This design comes from an exercise in tuning for small area, a short achievable clock period and few clock cycles per item on the open sky130 flow, not from production work. The RTL was checked by simulation tests, not by an equivalence proof against the original design. Power and IR drop assume default switching activity.

Design ntt_core, start of the top module:
module ntt_core #(
    parameter WIDTH = 24
)(
    input  wire          clk,
    input  wire          rst_n,
    input  wire          start,
    output reg           done,
    output reg  [7:0]    ram_addr_a,
    output reg           ram_we_a,
    output reg  [WIDTH-1:0] ram_wdata_a,
    input  wire [WIDTH-1:0] ram_rdata_a,
    output reg  [7:0]    ram_addr_b,
    output reg           ram_we_b,
    output reg  [WIDTH-1:0] ram_wdata_b,
    input  wire [WIDTH-1:0] ram_rdata_b
);
==> flow/config.mk <==
export PLATFORM = sky130hd
export DESIGN_NAME = ntt_core
export DESIGN_NICKNAME = ntt_core
export VERILOG_FILES = /design/flow/design.v
export SDC_FILE = /design/flow/constraint.sdc
export NUM_CORES = 8
export LEC_CHECK = 0
export CAP_MARGIN = 20
export CORE_MARGIN = 2
export CORE_UTILIZATION = 40
export SLEW_MARGIN = 20
==> flow/constraint.sdc <==
create_clock -name core_clock -period 10.0 [get_ports {clk}]
set_input_delay 2.0000 -clock core_clock [delete_from_list [all_inputs] [get_ports {clk}]]
set_output_delay 2.0000 -clock core_clock [all_outputs]
set_load 0.01 [all_outputs]
standard.sh (not shown) runs the stock make flow with config.mk's settings and CLKGATE_MAP_FILE= SYNTH_SCRIPT=/design/flow/synth_recipe.tcl, a recipe that flattens the netlist after the stock synthesis.
==> flow/flow/run.sh <==
#!/bin/bash
# Layout flow: the standard ORFS flow (standard synthesis unchanged), with the
# setup repair aiming for more slack than the 10 ns clock needs, so that the
# resizer works on the design's real critical paths.
set -euo pipefail
MARGIN=$(cat flow/margin.txt)
bash standard.sh SETUP_SLACK_MARGIN=$MARGIN finish > standard.log 2>&1
==> flow/flow/margin.txt <==
6.5
Testbench counts at the start, summed over its fixed seeds: cycles 29,240, transforms 24.
Change:
--- a/flow/design.v
+++ b/flow/design.v
@@ -1293,35 +1293,36 @@
         DA   <= DA_n;
         if (ph == 2'd0) H <= D;
         case (ph)
             2'd1, 2'd3: V <= ram_rdata_b[22:0];
             2'd0:       V <= S;
             default:    V <= H;
         endcase
-        if (prm) begin
-            ram_wdata_a <= {1'b0, ram_rdata_a[22:0]};
-            ram_wdata_b <= {1'b0, ram_rdata_b[22:0]};
-        end else begin
-            ram_wdata_a <= {1'b0, S_n};
-            ram_wdata_b <= {1'b0, D_n};
-        end
         U1 <= U2;
         U2 <= U3;
         U3 <= (ph == 2'd2) ? S : U4;
         U4 <= U5;
         U5 <= (ph == 2'd2) ? D : ram_rdata_a[22:0];
     end
     always @(posedge clk or negedge rst_n) begin
         if (!rst_n) begin
             run <= 1'b0; prm <= 1'b0; done <= 1'b0;
             cn <= 11'd1; pj <= 3'd0; pd <= 4'd1; pm <= 2'd0;
             ram_we_a <= 1'b0; ram_we_b <= 1'b0;
             ram_addr_a <= 8'd64; ram_addr_b <= 8'd192;
+            ram_wdata_a <= {WIDTH{1'b0}}; ram_wdata_b <= {WIDTH{1'b0}};
         end else begin
             done <= 1'b0;
+            if (prm) begin
+                ram_wdata_a <= {1'b0, ram_rdata_a[22:0]};
+                ram_wdata_b <= {1'b0, ram_rdata_b[22:0]};
+            end else begin
+                ram_wdata_a <= {1'b0, S_n};
+                ram_wdata_b <= {1'b0, D_n};
+            end
             if (idle) begin
                 ram_we_a <= 1'b0; ram_we_b <= 1'b0;
                 cn <= 11'd1;
                 if (start) begin
                     run <= 1'b1;
                     cn <= 11'd2;
                 end
Effect: Hold slack improves by 0.0034 ns; total power climbs by roughly a tenth; routed wire length fell slightly; clock skew hardly moves; flip-flop and latch count stays the same; maximum frequency is about the same; via count is higher slightly; utilization climbs by 0.16 points; global-route usage goes down by 0.42 points; die area came out higher slightly; final cell count stays flat; register-to-register slack is about the same; design area is higher slightly.
Testbench counts after the change, summed over its fixed seeds: cycles 29,240, transforms 24.

--- another note on this design; it stands on its own ---

Design ntt_core, start of the top module:
module ntt_core #(
    parameter WIDTH = 24
)(
    input  wire          clk,
    input  wire          rst_n,
    input  wire          start,
    output reg           done,
    output reg  [7:0]    ram_addr_a,
    output reg           ram_we_a,
    output reg  [WIDTH-1:0] ram_wdata_a,
    input  wire [WIDTH-1:0] ram_rdata_a,
    output reg  [7:0]    ram_addr_b,
    output reg           ram_we_b,
    output reg  [WIDTH-1:0] ram_wdata_b,
    input  wire [WIDTH-1:0] ram_rdata_b
);
==> flow/config.mk <==
export PLATFORM = sky130hd
export DESIGN_NAME = ntt_core
export DESIGN_NICKNAME = ntt_core
export VERILOG_FILES = /design/flow/design.v
export SDC_FILE = /design/flow/constraint.sdc
export NUM_CORES = 8
export LEC_CHECK = 0
export CAP_MARGIN = 20
export CORE_MARGIN = 2
export CORE_UTILIZATION = 40
export SLEW_MARGIN = 20
==> flow/constraint.sdc <==
create_clock -name core_clock -period 10.0 [get_ports {clk}]
set_input_delay 2.0000 -clock core_clock [delete_from_list [all_inputs] [get_ports {clk}]]
set_output_delay 2.0000 -clock core_clock [all_outputs]
set_load 0.01 [all_outputs]
standard.sh (not shown) runs the stock make flow with config.mk's settings and CLKGATE_MAP_FILE= SYNTH_SCRIPT=/design/flow/synth_recipe.tcl, a recipe that flattens the netlist after the stock synthesis.
==> flow/flow/run.sh <==
#!/bin/bash
# Layout flow: the standard ORFS flow (standard synthesis unchanged), with the
# setup repair aiming for more slack than the 10 ns clock needs, so that the
# resizer works on the design's real critical paths.
set -euo pipefail
MARGIN=$(cat flow/margin.txt)
bash standard.sh SETUP_SLACK_MARGIN=$MARGIN finish > standard.log 2>&1
==> flow/flow/margin.txt <==
6.5
The baseline completed with no timing, DRC or antenna violations.
Testbench counts at the start, summed over its fixed seeds: cycles 24,920, transforms 24.
==> next run, changes <==
==> flow/flow/margin.txt (replaced) <==
6.7
- CORE_UTILIZATION: 40 -> 60
=>
- utilization grows by 22 points
- worst setup slack is better by 0.089 ns
- synthesized area stays the same
- register-to-register slack gets better by 0.06 ns
- combinational power rises by 5.6%
- first-iteration DRC count is higher by 26%
- worst hold slack improves by 0.0046 ns
- total power rises by 1.4%
- die area goes down by 33%
==> next run, changes <==
==> flow/flow/margin.txt (replaced) <==
6.9
- CORE_UTILIZATION: 60 -> 40
=>
- setup slack improved by 0.058 ns
- area after synthesis does not change
- register-to-register slack improved by 0.13 ns
- design area is higher by 6.1%
- core utilization fell by 20 points
- first-iteration DRC count went down by 18%
- total power climbs by 3.1%
- cell count is higher by 11%
- sequential share of layout area came out lower by 1.3 points

ntt_core again, from the RTL that the note above started with.
export LEC_CHECK = 0
export CAP_MARGIN = 20
export CORE_MARGIN = 2
export CORE_UTILIZATION = 50
export SLEW_MARGIN = 20
create_clock -name core_clock -period 10.0 [get_ports {clk}]
==> flow/flow/margin.txt <==
6.7
Scripts as last shown in full above: flow/flow/run.sh
Testbench counts at the start, summed over its fixed seeds: cycles 24,920, transforms 24.
Then changed:
CORE_UTILIZATION = 40   (was 50)
Effect: Sequential cell count stays the same; total power is higher by 1.1%; via count went up by 0.58%; area after synthesis stays the same; wire length climbs by 1.7%; final cell count went up by 5.0%.

## static timing again, ports no longer ideal
The flow's constraints put no driver on any port. The routed layouts listed below were extracted and timed again, unchanged, in two steps.
Step 1 assumes that a clkbuf_16 drives the clock port and a buf_2 every other input.
Step 2 times the ports against the registers' clock, not the clock port: input delays grow and output delays shrink by t, the midpoint of the rising clock arrivals with the driver on.
Slacks: ideal ports / drivers / drivers and shift; pairs: ideal ports / drivers.
| run | t (ns) | setup slack, ns | hold WS [ns] |
|---|---|---|---|
| the first run of note 1 | 0.703 | 6.513 / 6.490 / 6.451 | 0.322 / 0.322 / 0.322 |
| the second run of note 1 | 0.687 | 6.516 / 6.499 / 6.516 | 0.325 / 0.325 / 0.325 |
| the first run of note 2 | 0.708 | 6.557 / 6.493 / 6.511 | 0.316 / 0.316 / 0.316 |
| the second run of note 2 | 0.678 | 6.646 / 6.635 / 6.459 | 0.321 / 0.321 / 0.321 |
| the third run of note 2 | 0.700 | 6.704 / 6.640 / 6.247 | 0.310 / 0.310 / 0.310 |
| the first run of note 3 | 0.685 | 6.599 / 6.565 / 6.407 | 0.317 / 0.317 / 0.317 |
| the second run of note 3 | 0.693 | 6.726 / 6.663 / 6.509 | 0.305 / 0.305 / 0.305 |
After both steps setup and hold are still met in every run listed. The setup slack of the third run of note 2, which loses most, moves by -0.064 ns with the drivers and by -0.457 ns with both steps.
